Background: an optimization exercise with open tools, aiming at small area, a short achievable clock period and few clock cycles. Do not read the settings as production practice.
RTL that was checked went through simulation tests only; none was proved equivalent to the original.

==> flow/design.v (excerpt) <==
module draw_subsystem(
    input               clk,
    input               rst_,
    input  [51:0]       line_op,
    input               line_rts,
    output              line_rtr,
    input  [41:0]       circle_op,
    input               circle_rts,
    output              circle_rtr,
    output [16:0]       mem_addr,
    output [3:0]        mem_wben,
    output [31:0]       mem_wdata,
    input  [31:0]       mem_rdata,
    output              idle
    );
Size in the first run: ~1600 cells after synthesis, roughly 190 I/O pins, about 16000 um2 of cells after synthesis.
==> flow/config.mk <==
export PLATFORM = sky130hd
export DESIGN_NAME = draw_subsystem
export DESIGN_NICKNAME = draw_subsystem
export VERILOG_FILES = /design/flow/design.v
export SDC_FILE = /design/flow/constraint.sdc
export NUM_CORES = 4
export LEC_CHECK = 0
export CAP_MARGIN = 20
export CORE_MARGIN = 2
export CORE_UTILIZATION = 40
export CTS_CLUSTER_DIAMETER = 100
export CTS_CLUSTER_SIZE = 20
export SLEW_MARGIN = 20
==> flow/constraint.sdc <==
create_clock -name core_clock -period 10.0 [get_ports {clk}]
set_input_delay 2.0000 -clock core_clock [delete_from_list [all_inputs] [get_ports {clk}]]
set_output_delay 2.0000 -clock core_clock [all_outputs]
set_load 0.01 [all_outputs]
standard.sh (not shown) runs the stock make flow with config.mk's settings and CLKGATE_MAP_FILE= SYNTH_SCRIPT=/design/flow/synth_recipe.tcl, a recipe that flattens the netlist after the stock synthesis.
==> flow/flow/run.sh <==
#!/bin/bash
# The standard layout (standard.sh) with two repair settings changed:
#  - the port buffers are sky130_fd_sc_hd__buf_1 (buffer_ports picks
#    clkdlybuf4s50_1 by default, a slow delay cell);
set -euo pipefail
sed "s|CLKGATE_MAP_FILE= |CLKGATE_MAP_FILE= SETUP_SLACK_MARGIN=6.9 'BUFFER_PORTS_ARGS=-buffer_cell sky130_fd_sc_hd__buf_1' |" standard.sh > standard_tuned.sh
bash standard_tuned.sh > flow.log 2>&1
The starting point finished with timing, DRC and antenna clean.
Testbench counts at the start, summed over its fixed seeds: cycles 94,780.
Then changed:
--- a/flow/flow/run.sh
+++ b/flow/flow/run.sh
@@ -6 +6 @@
-sed "s|CLKGATE_MAP_FILE= |CLKGATE_MAP_FILE= SETUP_SLACK_MARGIN=6.9 'BUFFER_PORTS_ARGS=-buffer_cell sky130_fd_sc_hd__buf_1' |" standard.sh > standard_tuned.sh
+sed "s|CLKGATE_MAP_FILE= |CLKGATE_MAP_FILE= SETUP_SLACK_MARGIN=6.8 'BUFFER_PORTS_ARGS=-buffer_cell sky130_fd_sc_hd__buf_1' |" standard.sh > standard_tuned.sh
Result: The changed run finished clean. Final area went down by 1.6%. Utilization came out lower by 0.73 points. Final cell count went down by 0.61%. Non-clock buffer count goes down by 13. Die area stays the same. Setup slack loses 60 ps. Global-route usage increases by 0.11 points.

* * *

== job 4859 ==
Another version of the RTL of draw_subsystem (not shown whole).
Size: ~190 I/O pins.
export LEC_CHECK = 0
export CAP_MARGIN = 20
export CORE_MARGIN = 2
export CORE_UTILIZATION = 40
export CTS_CLUSTER_DIAMETER = 100
export CTS_CLUSTER_SIZE = 20
export SLEW_MARGIN = 20
create_clock -name core_clock -period 10.0 [get_ports {clk}]
==> flow/flow/run.sh <==
#!/bin/bash
# The standard layout (standard.sh) with two repair settings changed:
#  - the port buffers are sky130_fd_sc_hd__buf_1 (buffer_ports picks
#    clkdlybuf4s50_1 by default, a slow delay cell);
set -euo pipefail
sed "s|CLKGATE_MAP_FILE= |CLKGATE_MAP_FILE= SETUP_SLACK_MARGIN=7 'BUFFER_PORTS_ARGS=-buffer_cell sky130_fd_sc_hd__buf_1' |" standard.sh > standard_tuned.sh
bash standard_tuned.sh > flow.log 2>&1
--- input diff job 4859..job 9669 ---
Settings: PLACE_DENSITY: unset -> 0.8.
==> flow/flow/run.sh <==
#!/bin/bash
# The standard layout (standard.sh) with two repair settings changed:
#  - the port buffers are sky130_fd_sc_hd__buf_1 (buffer_ports picks
#    clkdlybuf4s50_1 by default, a slow delay cell);
set -euo pipefail
sed "s|CLKGATE_MAP_FILE= |CLKGATE_MAP_FILE= SETUP_SLACK_MARGIN=6.8 'BUFFER_PORTS_ARGS=-buffer_cell sky130_fd_sc_hd__buf_1' |" standard.sh > standard_tuned.sh
bash standard_tuned.sh > flow.log 2>&1
==> comparison <==
Job 9669 went all the way through synthesis, placement and routing and the layout is clean on timing, DRC and antenna. Relative to job 4859, the met1 global-route usage of job 9669 is lower by 3.1 points. Number of non-filler instances in the completed layout, job 9669 vs job 4859: down by a few percent. Job 4859 → job 9669: combined global-route utilization of all metal layers shrank by 1.3 points, critical path depth grew by 1, post-detailed-placement cell area shrank by 99 um^2, layout-stage area growth over the synthesis result shrank by 7.0 points. ~same port buffer count in job 9669 and job 4859. Higher setup slack was reported by job 4859, not job 9669. Compared with job 4859, number of nets in the layout in job 9669 decreased by a few percent. Job 9669 reports a lower quantity of gates resized following cts than job 4859 does.
For job 6598, these inputs were changed with respect to job 9669:
Settings: removing PLACE_DENSITY (formerly 0.8); setting GPL_TIMING_DRIVEN to 0 for the first time.
[summary]
Side by side, fraction of area in registers turned out lower in job 6598 than in job 9669. In the metrics for job 9669 and job 6598, the one carrying the higher worst slew margin relative to its limit is job 9669. Job 6598 does worse than job 9669 on final instance area. [compare] base=job 9669 new=job 6598: tightest hold margin shrank by 6.6 ps, buffer count from post-CTS setup fixing shrank by 10, share of cell area taken by muxes after synthesis held steady.
No functional check of the RTL was part of any run of this note.

* * *

try-tundra:
draw_subsystem, a different RTL version from the one above (not shown whole).
Size: about 300 flip-flops.
Settings: LEC_CHECK=0, CAP_MARGIN=20, CORE_MARGIN=2, CORE_UTILIZATION=40, CTS_CLUSTER_DIAMETER=100, CTS_CLUSTER_SIZE=20, SLEW_MARGIN=20, TNS_END_PERCENT=10; clock period 10.0 ns.
==> flow/flow/run.sh <==
#!/bin/bash
# The standard layout (standard.sh) with two repair settings changed:
#  - the port buffers are sky130_fd_sc_hd__buf_1 (buffer_ports picks
#    clkdlybuf4s50_1 by default, a slow delay cell);
set -euo pipefail
sed "s|CLKGATE_MAP_FILE= |CLKGATE_MAP_FILE= SETUP_SLACK_MARGIN=7.2 'BUFFER_PORTS_ARGS=-buffer_cell sky130_fd_sc_hd__buf_1' |" standard.sh > standard_tuned.sh
bash standard_tuned.sh > flow.log 2>&1
Testbench counts of try-tundra, summed over its fixed seeds: cycles 95,149.
## Diff of input files: try-delta against try-tundra
- TNS_END_PERCENT removed (was 10)
--- a/flow/flow/run.sh
+++ b/flow/flow/run.sh
@@ -6 +6 @@
-sed "s|CLKGATE_MAP_FILE= |CLKGATE_MAP_FILE= SETUP_SLACK_MARGIN=7.2 'BUFFER_PORTS_ARGS=-buffer_cell sky130_fd_sc_hd__buf_1' |" standard.sh > standard_tuned.sh
+sed "s|CLKGATE_MAP_FILE= |CLKGATE_MAP_FILE= SETUP_SLACK_MARGIN=6.8 'BUFFER_PORTS_ARGS=-buffer_cell sky130_fd_sc_hd__buf_1' |" standard.sh > standard_tuned.sh
==> results.txt <==
try-delta went all the way through synthesis, placement and routing and the layout is clean on timing, DRC and antenna.
try-tundra closes out successfully: all stages finished, all timing, DRC and antenna checks passed.
try-tundra → try-delta: cell count now sits lower; via count rose by about 1%.
try-delta vs. try-tundra: worst slew margin relative to its limit went down by 14 points.
Number of hold violations in the final report came out exactly the same in try-tundra and try-delta.
In the metrics for try-tundra and try-delta, the one carrying the lower critical path depth is try-tundra.
Final cycle utilization of the critical path (higher): try-delta
Per the comparison of try-delta with try-tundra, worst hold slack across all endpoints dropped 0.011 ns; design area -about 2.2%; core utilization fell by 1.0 points.
Setup changes, try-delta to try-raven
- TNS_END_PERCENT newly set to 10
--- a/flow/flow/run.sh
+++ b/flow/flow/run.sh
@@ -6 +6 @@
-sed "s|CLKGATE_MAP_FILE= |CLKGATE_MAP_FILE= SETUP_SLACK_MARGIN=6.8 'BUFFER_PORTS_ARGS=-buffer_cell sky130_fd_sc_hd__buf_1' |" standard.sh > standard_tuned.sh
+sed "s|CLKGATE_MAP_FILE= |CLKGATE_MAP_FILE= SETUP_SLACK_MARGIN=7 'BUFFER_PORTS_ARGS=-buffer_cell sky130_fd_sc_hd__buf_1' |" standard.sh > standard_tuned.sh
Results
- No stage failed in try-raven, and the final checks on the layout all came back clean.
- Of try-delta and try-raven, try-raven shows the lower post-place setup slack, with try-delta above it.
- Via count of the first global-routing pass in try-raven is about 0.7% below try-delta.
- In try-raven, the post-route clock period utilization came out 0.17 points above the value in try-delta.
- Total standard cell area after synthesis: try-delta vs try-raven identical
- Average wire length per cell after detail routing was higher in the run labelled try-delta.
- Clock-pin slew reported for the worst setup and hold paths after clock tree synthesis of try-raven is on par with try-delta.
- As far as net count of the finished layout is concerned, try-delta and try-raven perform about the same.
- Between try-delta and try-raven, the total number of vias is lower for try-raven.
- try-raven: area added between synthesis and finish higher than try-delta
## Diff of input files: try-xenon against try-raven
- TNS_END_PERCENT removed (was 10)
--- a/flow/flow/run.sh
+++ b/flow/flow/run.sh
@@ -6 +6 @@
-sed "s|CLKGATE_MAP_FILE= |CLKGATE_MAP_FILE= SETUP_SLACK_MARGIN=7 'BUFFER_PORTS_ARGS=-buffer_cell sky130_fd_sc_hd__buf_1' |" standard.sh > standard_tuned.sh
+sed "s|CLKGATE_MAP_FILE= |CLKGATE_MAP_FILE= SETUP_SLACK_MARGIN=6.5 'BUFFER_PORTS_ARGS=-buffer_cell sky130_fd_sc_hd__buf_1' |" standard.sh > standard_tuned.sh
## What came out
Diff try-raven -> try-xenon | met2 routing resource usage after global routing | decrease of 0.20 points
Diff try-raven -> try-xenon: worst reg-to-reg path cell count lost 3; fraction of the core area covered by cells at the end of the flow lost 0.98 points; met3 layer wire length in the routed design lost about 10%.
On cell area after placement, try-xenon and try-raven are neck and neck.
Critical path depth delta for try-xenon relative to try-raven: 5 higher
try-xenon vs try-raven — sequential share of layout area rose 0.69 points.
Status: cell count of the worst hold path parity (try-xenon, try-raven)
try-raven ended up with busy_q$_DFF_PN0_ as its worst setup path startpoint; try-xenon ended up with cd.drawing$_DFFE_PN0P_.
try-raven tops out at a higher clock frequency than try-xenon.
Edits applied to the flow inputs when going from try-xenon to try-indigo:
--- a/flow/flow/run.sh
+++ b/flow/flow/run.sh
@@ -6 +6 @@
-sed "s|CLKGATE_MAP_FILE= |CLKGATE_MAP_FILE= SETUP_SLACK_MARGIN=6.5 'BUFFER_PORTS_ARGS=-buffer_cell sky130_fd_sc_hd__buf_1' |" standard.sh > standard_tuned.sh
+sed "s|CLKGATE_MAP_FILE= |CLKGATE_MAP_FILE= SETUP_SLACK_MARGIN=7 'BUFFER_PORTS_ARGS=-buffer_cell sky130_fd_sc_hd__buf_1' |" standard.sh > standard_tuned.sh
Notes after the runs:
The overall fraction of global-route tracks in use number comes out higher for try-indigo vs try-xenon. Sort try-xenon and try-indigo by global-route wire length before repair desc -> top: try-indigo. Comparing try-xenon and try-indigo, the higher layout overhead on the synthesized area was measured on try-indigo. try-indigo vs try-xenon: design area up in try-indigo. Wire length: lower on try-xenon. Re worst-case hold slack: try-xenon and try-indigo aren't equal, and the lower value belongs to try-indigo. Against try-xenon, try-indigo comes in 193 lower on number of fill cells. Between try-xenon and try-indigo, detailed-route via count is higher for try-indigo, try-xenon comes in under that. try-indigo finished all stages; the layout is clean.
#### Input delta (try-fjord over try-indigo)
- putting TNS_END_PERCENT at 10 where nothing was set
--- a/flow/flow/run.sh
+++ b/flow/flow/run.sh
@@ -6 +6 @@
-sed "s|CLKGATE_MAP_FILE= |CLKGATE_MAP_FILE= SETUP_SLACK_MARGIN=7 'BUFFER_PORTS_ARGS=-buffer_cell sky130_fd_sc_hd__buf_1' |" standard.sh > standard_tuned.sh
+sed "s|CLKGATE_MAP_FILE= |CLKGATE_MAP_FILE= SETUP_SLACK_MARGIN=6.8 'BUFFER_PORTS_ARGS=-buffer_cell sky130_fd_sc_hd__buf_1' |" standard.sh > standard_tuned.sh
[summary]
Looking at sequential fraction of total cell area, try-fjord sits 1.9 points higher than try-indigo does. On total cell area at the placement stage, try-indigo tracks try-fjord almost exactly. The final layouts of try-fjord and try-indigo pass the timing, DRC and antenna checks. Insertion delay to the later sink of the worst-skew pair | try-fjord below try-indigo. Taking try-indigo as the reference, in try-fjord final clock period utilization by the worst path grew by 1.2 points; floorplan die area held steady.

* * *

## job 6976
Another version of the RTL of draw_subsystem (not shown whole).
For scale: ~1800 cells after synthesis, roughly 290 flip-flops, about 190 I/O pins, ~18000 um^2 of cells after synthesis.
export LEC_CHECK = 0
export CAP_MARGIN = 20
export CORE_MARGIN = 2
export CORE_UTILIZATION = 40
export CTS_CLUSTER_DIAMETER = 100
export CTS_CLUSTER_SIZE = 20
export SLEW_MARGIN = 20
export TNS_END_PERCENT = 10
create_clock -name core_clock -period 10.0 [get_ports {clk}]
==> flow/flow/run.sh <==
#!/bin/bash
# The standard layout (standard.sh) with two repair settings changed:
#  - the port buffers are sky130_fd_sc_hd__buf_1 (buffer_ports picks
#    clkdlybuf4s50_1 by default, a slow delay cell);
set -euo pipefail
sed "s|CLKGATE_MAP_FILE= |CLKGATE_MAP_FILE= SETUP_SLACK_MARGIN=7 'BUFFER_PORTS_ARGS=-buffer_cell sky130_fd_sc_hd__buf_1' |" standard.sh > standard_tuned.sh
bash standard_tuned.sh > flow.log 2>&1
Job 6976 | stages: all done | timing, DRC, antenna: all pass
Input-level comparison between job 3183 and job 6976:
# job 6976
export LEC_CHECK = 0
export CAP_MARGIN = 20
export CORE_MARGIN = 2
export CORE_UTILIZATION = 40
export CTS_CLUSTER_DIAMETER = 100
export CTS_CLUSTER_SIZE = 20
export SLEW_MARGIN = 20
export TNS_END_PERCENT = 10
create_clock -name core_clock -period 10.0 [get_ports {clk}]
# job 3183
export LEC_CHECK = 0
export CAP_MARGIN = 20
export CORE_MARGIN = 2
export CORE_UTILIZATION = 40
export CTS_CLUSTER_DIAMETER = 100
export CTS_CLUSTER_SIZE = 20
export SLEW_MARGIN = 20
create_clock -name core_clock -period 10.0 [get_ports {clk}]
diff --git a/flow/flow/run.sh b/flow/flow/run.sh
--- a/flow/flow/run.sh
+++ b/flow/flow/run.sh
@@ -6 +6 @@
-sed "s|CLKGATE_MAP_FILE= |CLKGATE_MAP_FILE= SETUP_SLACK_MARGIN=7 'BUFFER_PORTS_ARGS=-buffer_cell sky130_fd_sc_hd__buf_1' |" standard.sh > standard_tuned.sh
+sed "s|CLKGATE_MAP_FILE= |CLKGATE_MAP_FILE= SETUP_SLACK_MARGIN=6.8 'BUFFER_PORTS_ARGS=-buffer_cell sky130_fd_sc_hd__buf_1' |" standard.sh > standard_tuned.sh
==> results.txt <==
As far as number of multi-input combinational cells in the layout is concerned, job 6976 and job 3183 perform about the same. Against job 6976, number of resized instances in the post-cts repair step in job 3183 rose by more than half. Against job 6976, job 3183 comes in 2 higher on number of clock-tree buffers in the layout. Comparing routed wire length for job 3183 and job 6976, the smaller number came from job 3183. There was hardly any difference in number of fill cells between job 6976 and job 3183. Compared with job 6976, job 3183 shows a lower portion of the clock cycle consumed by the worst path in the final layout.
No functional check of the RTL was part of any run of this note.

* * *

## run A
draw_subsystem, a different RTL version from the one above (not shown whole).
For scale: about 2100 cells after synthesis, about 310 flip-flops, ~190 I/O pins.
// draw_subsystem
module draw_subsystem(
    input               clk,
    input               rst_,
    input  [51:0]       line_op,
    input               line_rts,
    output              line_rtr,
    input  [41:0]       circle_op,
    input               circle_rts,
    output              circle_rtr,
    output [16:0]       mem_addr,
    output [3:0]        mem_wben,
    output [31:0]       mem_wdata,
    input  [31:0]       mem_rdata,
    output              idle
    );
    wire        l_valid, l_take, l_busy;
    wire [16:0] l_addr;
    wire [7:0]  l_mask;
    wire [11:0] l_col;
    wire        c_valid, c_take, c_busy;
    wire [16:0] c_addr;
    wire [7:0]  c_mask;
    wire [11:0] c_col;
    wire        m_busy;
    reg busy_q;
    assign idle = !busy_q;
    always @(posedge clk or negedge rst_) begin
        if (!rst_)
            busy_q <= 1'b0;
        else
            busy_q <= l_busy || c_busy || m_busy
                   || (line_rts && line_rtr) || (circle_rts && circle_rtr);
    end
    line_drawer ld (
        .clk(clk), .rst_(rst_),
        .in_op(line_op), .in_rts(line_rts), .in_rtr(line_rtr),
        .v_valid(l_valid), .v_addr(l_addr), .v_mask(l_mask), .v_col(l_col),
        .v_take(l_take), .busy(l_busy)
    );
    circle_drawer cd (
        .clk(clk), .rst_(rst_),
        .in_op(circle_op), .in_rts(circle_rts), .in_rtr(circle_rtr),
        .v_valid(c_valid), .v_addr(c_addr), .v_mask(c_mask), .v_col(c_col),
        .v_take(c_take), .busy(c_busy)
    );
    read_modify_write_engine rmw (
        .clk(clk), .rst_(rst_),
        .l_valid(l_valid), .l_addr(l_addr), .l_mask(l_mask), .l_col(l_col), .l_take(l_take),
        .c_valid(c_valid), .c_addr(c_addr), .c_mask(c_mask), .c_col(c_col), .c_take(c_take),
  ...
Settings: LEC_CHECK=0, CAP_MARGIN=20, CORE_MARGIN=2, CORE_UTILIZATION=40, SLEW_MARGIN=20; clock period 10.0 ns.
==> flow/flow/run.sh <==
#!/bin/bash
# The standard layout (standard.sh) with two repair settings changed:
#  - the port buffers are sky130_fd_sc_hd__buf_1 (buffer_ports picks
#    clkdlybuf4s50_1 by default, a slow delay cell);
set -euo pipefail
sed "s|CLKGATE_MAP_FILE= |CLKGATE_MAP_FILE= SETUP_SLACK_MARGIN=7.5 'BUFFER_PORTS_ARGS=-buffer_cell sky130_fd_sc_hd__buf_1' |" standard.sh > standard_tuned.sh
bash standard_tuned.sh > flow.log 2>&1
Testbench counts of run A, summed over its fixed seeds: cycles 95,149.
Input-level comparison between run B and run A:
Settings: CTS_CLUSTER_SIZE: unset -> 20; CTS_CLUSTER_DIAMETER: unset -> 100.
-- flow/flow/run.sh --
<<< run A, line 6
sed "s|CLKGATE_MAP_FILE= |CLKGATE_MAP_FILE= SETUP_SLACK_MARGIN=7.5 'BUFFER_PORTS_ARGS=-buffer_cell sky130_fd_sc_hd__buf_1' |" standard.sh > standard_tuned.sh
>>> run B, line 6
sed "s|CLKGATE_MAP_FILE= |CLKGATE_MAP_FILE= SETUP_SLACK_MARGIN=7 'BUFFER_PORTS_ARGS=-buffer_cell sky130_fd_sc_hd__buf_1' |" standard.sh > standard_tuned.sh
In the reports for run B and run A, the larger area added between synthesis and finish belongs to run A.
Headroom to the max-slew limit delta for run B relative to run A: 1.1 points higher
Diff run B and run A: met1 capacity usage during global routing higher in run A
Summary of run B over run A: total routed wirelength shrank by about 10%, global-route wire length before repair went down by 7.9%.
Any difference in number of sequential cells in the layout between run A and run B is small enough to ignore.
Post-route minimum period: run B vs run A down 0.040 ns
The setup slack of run B is larger than that of run A.
Area of all placed cells without fillers delta for run B relative to run A: 13% lower
diff inputs: run B => run C
Settings: removing CTS_CLUSTER_SIZE (formerly 20); removing CTS_CLUSTER_DIAMETER (formerly 100).
[summary]
As far as residual overflow from global routing goes, run C and run B are indistinguishable; the numbers are identical.
From run B to run C the numbers moved as follows: core occupancy in the finished layout went up; layout overhead on the synthesized area went up; data required time at the worst endpoint did not really move.
Run C vs run B — clock buffer instance count of the final layout rose 17.
Comparing run C against run B, there is no change at all in horizontal extent of the die.
Run C and run B ended up with nearly the same count of cell types in the netlist.
Final period demand of the worst path delta (run C − run B): favourable
Run B -> run C: cell area increased by a few percent
Run C finished all stages; the layout is clean.

[port drivers added, routing unchanged]
The results above use ideal ports. As a check the final layouts listed here were re-extracted and re-timed, cells and wires unchanged.
Step 1: set_driving_cell puts a clkbuf_16 on clk and a buf_2 on each other input, an assumption about the parent block.
Step 2, shift: input delay + t, output delay - t, t = (earliest + latest rising clock arrival at the registers) / 2. This alone moves slack from input paths to output paths.
a / b / c = ideal / step 1 / step 2; a / b = the first two.
run | t (ns) | slack for setup (ns) | worst setup path at the end | slew at the worst register clock pin (ns) | cell pins on the clock port's net
the first run of note 1 | 0.566 | 6.912 / 6.856 / 6.492 | input to register | 0.10 / 0.10 | 1
the second run of note 1 | 0.567 | 6.852 / 6.803 / 6.424 | input to register | 0.10 / 0.10 | 1
job 4859 | 0.575 | 6.835 / 6.818 / 6.490 | input to register | 0.09 / 0.09 | 1
job 9669 | 0.576 | 6.784 / 6.779 / 6.356 | input to register | 0.10 / 0.10 | 1
job 6598 | 0.578 | 6.696 / 6.696 / 6.356 | input to register | 0.10 / 0.10 | 1
try-tundra | 0.583 | 6.887 / 6.828 / 6.718 | input to register | 0.09 / 0.09 | 1
try-delta | 0.603 | 6.841 / 6.786 / 6.273 | input to register | 0.10 / 0.10 | 1
try-raven | 0.612 | 6.825 / 6.760 / 6.503 | input to register | 0.09 / 0.09 | 1
try-xenon | 0.609 | 6.646 / 6.646 / 6.291 | input to register | 0.09 / 0.09 | 1
try-indigo | 0.618 | 6.830 / 6.768 / 6.579 | input to register | 0.10 / 0.10 | 1
try-fjord | 0.603 | 6.710 / 6.652 / 6.332 | input to register | 0.10 / 0.10 | 1
job 6976 | 0.583 | 6.703 / 6.703 / 6.444 | input to register | 0.10 / 0.10 | 1
job 3183 | 0.580 | 6.795 / 6.775 / 6.375 | input to register | 0.10 / 0.10 | 1
run A | 0.631 | 6.808 / 6.751 / 6.792 | input to register | 0.06 / 0.06 | 1
run B | 0.609 | 6.848 / 6.791 / 6.492 | input to register | 0.10 / 0.10 | 1
run C | 0.625 | 6.853 / 6.793 / 6.435 | input to register | 0.06 / 0.06 | 1
After both steps every run listed still meets setup and hold. For try-delta, which loses most, drivers alone change the setup slack by -0.055 ns; drivers and shift together by -0.568 ns.
